This design comes from an exercise in tuning for small area and a short achievable clock period on the open sky130 flow, not from production work.
No functional check of the RTL was part of any run shown here.
Power figures rest on the tool's default switching activity, not on a simulated workload.

## flow/design.v (module list and top-level ports; edited modules follow where they fit)
// module ABC2: 3277 lines
module ABC2 (
    OUT,
    CLOCK_50,
    RESET_N
);
  // ...
==> flow/run.sh <==
#!/bin/bash
# synth_recipe.tcl (not shown) runs the flow's synth.tcl, then flattens the netlist and writes it again
# the make line also repeats each setting of config.mk as NAME=value (left out here)
make -C /OpenROAD-flow-scripts/flow DESIGN_CONFIG=/design/flow/config.mk WORK_HOME=/design/flow/orfs CLKGATE_MAP_FILE= SYNTH_SCRIPT=/design/flow/synth_recipe.tcl finish
==> flow/config.mk <==
export PLATFORM = sky130hd
export DESIGN_NAME = ABC2
export DESIGN_NICKNAME = ABC2
export VERILOG_FILES = /design/flow/design.v
export SDC_FILE = /design/flow/constraint.sdc
export NUM_CORES = 4
export LEC_CHECK = 0
export ABC_CLOCK_PERIOD_IN_PS = 4500
export CAP_MARGIN = 20
export CORE_MARGIN = 2
export CORE_UTILIZATION = 40
export PLACE_DENSITY = 0.6
export SLEW_MARGIN = 20
==> flow/constraint.sdc <==
create_clock -name core_clock -period 18.0 [get_ports {CLOCK_50}]
set_input_delay 3.6000 -clock core_clock [delete_from_list [all_inputs] [get_ports {CLOCK_50}]]
set_output_delay 3.6000 -clock core_clock [all_outputs]
set_load 0.01 [all_outputs]
==> impl_metrics.py, run 1 <==
metrics = {
    "run_status": {
        "status": "timing/DRC/antenna clean",
    },
    "die": {
        "rows": 100,
        "die_y_um": 279,
    },
    "pwr": {
        "p_int_mw": 1.24,
        "power_leader": "the clock network",
        "seq-power_mw": 0.776,
        "finalPower_mw": 1.59,
        "power_density_nw_per_um2": 48.2,
        "p_clk_share_pct": 50.4,
    },
    "critical_path": {
        "startpoint": "XA[30]",
        "crit_cells": 18,
        "worst-path-buf-inv": 4,
        "slowest_delay_ns": 0.49,
    },
    "global_routing": {
        "antenna_found_initial": 2,
        "grt_pass1_wl_mm": 117,
    },
    "final_layout": {
        "dominant_cells": "multi-input gates",
        "seq_cells": 347,
        "clock_buffers": 57,
    },
    "synth": {
        "ys_async_sr_fraction_pct": 64.6,
        "netlist_area_um2": 30200,
        "synth_area_leaders": "fa_1, dfrtp_1, ha_1",
        "ys_ff_latch": 347,
        "synth-edff-count": 0,
    },
    "timing": {
        "layout_setup_ws_ns": 12.37,
        "relSlewSlack_pct": 43.8,
    },
    "detailed_routing": {
        "routed_wl_mm": 72.2,
    },
}
==> run 2: changes to the inputs <==
--- a/flow/config.mk
+++ b/flow/config.mk
@@ -5,7 +5,6 @@
 export SDC_FILE = /design/flow/constraint.sdc
 export NUM_CORES = 4
 export LEC_CHECK = 0
-export ABC_CLOCK_PERIOD_IN_PS = 4500
 export CAP_MARGIN = 20
 export CORE_MARGIN = 2
 export CORE_UTILIZATION = 40
==> impl_metrics.py, run 2 <==
metrics = {
    "global_routing": {
        "grt_start_max_net_pins": 92,
        "grt_pass1_wl_mm": 117,
        "grt-ovfl-total": 0,
        "grt_usage_pct": 19.4,
        "grt_pass1_vias": 20406,
        "antenna_found_initial": 2,
    },
    "timing": {
        "finalHoldViolations": 0,
        "slew_violations": 0,
        "period_minus_slack_ns": 5.63,
        "fin_crit_sh_pct": 31.3,
        "fin_worst_skew_ns": 0.0299,
        "worstMarginPinSlew_ns": 0.843,
        "max_freq_mhz": 178,
        "finalSetupViolCount": 0,
        "rsz0062_at_grt": "no",
        "finalSetupTns_ns": 0,
        "relSlewSlack_pct": 43.8,
    },
    "synth": {
        "yosysWarnings": 1,
        "synth_cells": 2913,
        "synth_top_area_share_pct": 31.7,
        "synthesis.nets": 3596,
        "synth_area_leaders": "fa_1, dfrtp_1, ha_1",
        "synth_top_cell_by_area": "fa_1",
        "synth-compound-area-share_pct": 5.95,
        "avgSynthCellArea_um2": 10.4,
        "ys_ff_latch": 347,
        "ys_async_sr_fraction_pct": 64.6,
        "yosysUniqueCellTypes": 71,
        "synthSimpleGateAreaFrac_pct": 10.7,
        "synthTopCellsByCount": "inv_1, fa_1, nand2_1",
        "synthMuxAreaShare_pct": 0,
        "synth-adder-area-share_pct": 40.2,
        "synth_top_family_by_area": "adder cells",
        "synth_top_flop_cell": "dfrtp_1",
        "synth_most_common_cell": "inv_1",
        "netlist_area_um2": 30200,
        "synth_xor_area_share_pct": 7.84,
        "seq_area_frac_synth_pct": 26.8,
        "synth-edff-count": 0,
    },
    "final_layout": {
        "finish.utilization_pct": 44.1,
        "drive_above_1_share_pct": 4.53,
        "design_area_um2": 32900,
        "nNetsFinal": 3634,
        "num_antenna_cells": 0,
        "final_common_cell": "inv_1",
        "synthToLayoutAreaGrowth_pct": 9.18,
        "mostFrequentLayoutCells": "inv_1, fa_1, nand2_1",
    },
    "placed_design": {
        "port_buffers": 33,
        "placed_cell_area_um2": 31600,
        "place_congestion": 0.877,
        "hpwl_mm": 55.7,
    },
    "critical_path": {
        "cp.arrival_ns": 6.10,
        "startpoint": "XA[30]",
        "cp-end-kind": "register",
        "r2r_setup_slack_ns": 12.37,
        "reg2reg_to": "PA[27]",
        "cp-endpoint": "PA[27]",
        "worstRegToRegCells": 18,
        "cp-start-kind": "register",
        "r2r-start": "XA[30]",
        "worstPathMaxFanout": 34,
        "crit_type": "reg -> reg",
        "worstPathRequired_ns": 18.47,
    },
    "clock_tree": {
        "hold_buffers": 0,
        "cts_tree": "built",
        "ctsResizeCount": 0,
        "cts_setup_buffers": 0,
        "cts_sinks": 347,
        "ctsLongestPathBuffers": 3,
        "numCtsBuffers": 39,
        "clock-root-buffer": "clkbuf_16",
        "htreeDepth": 2,
        "clkTransAtPathRegs_ns": 0.06,
        "insertion_delay_ns": 0.56,
    },
    "hold_path": {
        "worstHoldPathType": "reg -> reg",
    },
    "pwr": {
        "power_density_nw_per_um2": 48.2,
        "peakVddDrop_uv": 61.5,
        "p_leak_nw": 16.1,
    },
    "run_status": {
        "status": "timing/DRC/antenna clean",
    },
    "die": {
        "initial_core_util_pct": 40.4,
        "rows": 100,
        "die-area_um2": 77600,
        "fp.dieW_um": 279,
        "io_pins": 34,
        "core_um2": 74600,
        "die_y_um": 279,
    },
    "detailed_routing": {
        "routed_wl_mm": 72.2,
        "wire_per_inst_um": 18.3,
        "antenna_left": 0,
        "drt_iter0_drc": 1223,
        "drt_pass1_iterations": 5,
        "vias": 19085,
        "detail_route.vias_per_cell": 4.83,
        "drcViolationCount": 0,
    },
    "job": {
        "max_cap_violations": 0,
    },
}
run 2: through the flow:
step	hold slack (ns)	worst slack, ns	power [mW]	cells
after floorplan	0.316	13.01	0.791	2913
after global placement	0.318	12.08	0.802	3879
after detailed placement	0.320	12.04	0.802	3879
after CTS	0.328	12.44	1.61	3951
after global routing	0.332	12.18	1.63	3951
final	0.327	12.37	1.59	3951
run 2: worst min path at each step:
stage | start | endpoint | slack (ns) | cells after the start
floorplan | TB[0] | OUT[0] | 0.32 | 0
global placement | TB[1] | OUT[1] | 0.32 | 0
detailed placement | TB[10] | OUT[10] | 0.32 | 0
CTS | TB[10] | OUT[10] | 0.33 | 0
global route | TB[12] | OUT[12] | 0.33 | 0
finish | TB[10] | OUT[10] | 0.33 | 0
run 2: worst max-delay path, stage by stage, from the launching register on:
cell       delay, ns
dfrtp_1         0.32
buf_4           0.44
inv_1           0.47
nor2_1          0.26
fa_1            0.46
fa_1            0.49
inv_1           0.05
fa_1            0.36
inv_1           0.08
fa_1            0.44
fa_1            0.46
ha_1            0.24
or2_2           0.33
nor2_1          0.10
o2111ai_1       0.16
a2111oi_2       0.40
o31ai_1         0.13
a21oi_1         0.19
xnor2_1         0.14
run 2: kinds of logic after synthesis:
kind of cell / count (synthesis)
adders and majority gates: 681
buffers and inverters: 679
AOI/OAI and AO/OA: 267
and+or+nand+nor: 669
xor gates and xnor gates: 270
DFF: 347
run 2: layout make-up:
cell class	instances	area (um2)
clock buffer	57	1140
clock inverter	15	145
fill	7122	41700
inverter	625	2350
multi-input combinational	1887	19500
sequential	347	8090
tap	969	1210
timing repair buffer	51	470
run 2: routing by layer:
metal | part of all wire (%) | track usage (%)
met5 | 0 | 0
met4 | 2.5 | 5.42
met3 | 4.1 | 1.81
met2 | 47 | 32.1
met1 | 46 | 27.4
run 2: report_power, final:
group | internal [mW] | switching [mW] | total (mW)
combinational | 0.000584 | 0.00943 | 0.0100
sequential | 0.776 | 0 | 0.776
clock | 0.462 | 0.338 | 0.800
total | 1.24 | 0.347 | 1.59

-- static timing again, ports no longer ideal --
In the flow no input, the clock included, has a driving cell. The finished layouts below were timed again as built, in two steps.
Step 1 sets driving cells, clkbuf_16 on the clock port and buf_2 on the other inputs (assumed; they add their load-dependent delay and slew).
Step 2 moves the port delays by t, midway between the first and last clock arrival at a register: inputs arrive t later, outputs are due t later. That takes back most of the time a late clock gives input paths.
a / b / c = ideal ports / drivers / drivers and shift; a / b = the first two.
run	t (ns)	setup slack, ns	worst hold slack (ns)	clock arrival spread, ns	worst data-port slew with drivers (ns)
run 1	0.610	12.370 / 12.370 / 12.212	0.327 / 0.327 / 0.327	0.031 / 0.030	0.06
run 2	0.610	12.370 / 12.370 / 12.212	0.327 / 0.327 / 0.327	0.031 / 0.030	0.06
After both steps every run listed still meets setup and hold. The worst setup slack also covers recovery checks on asynchronous resets.
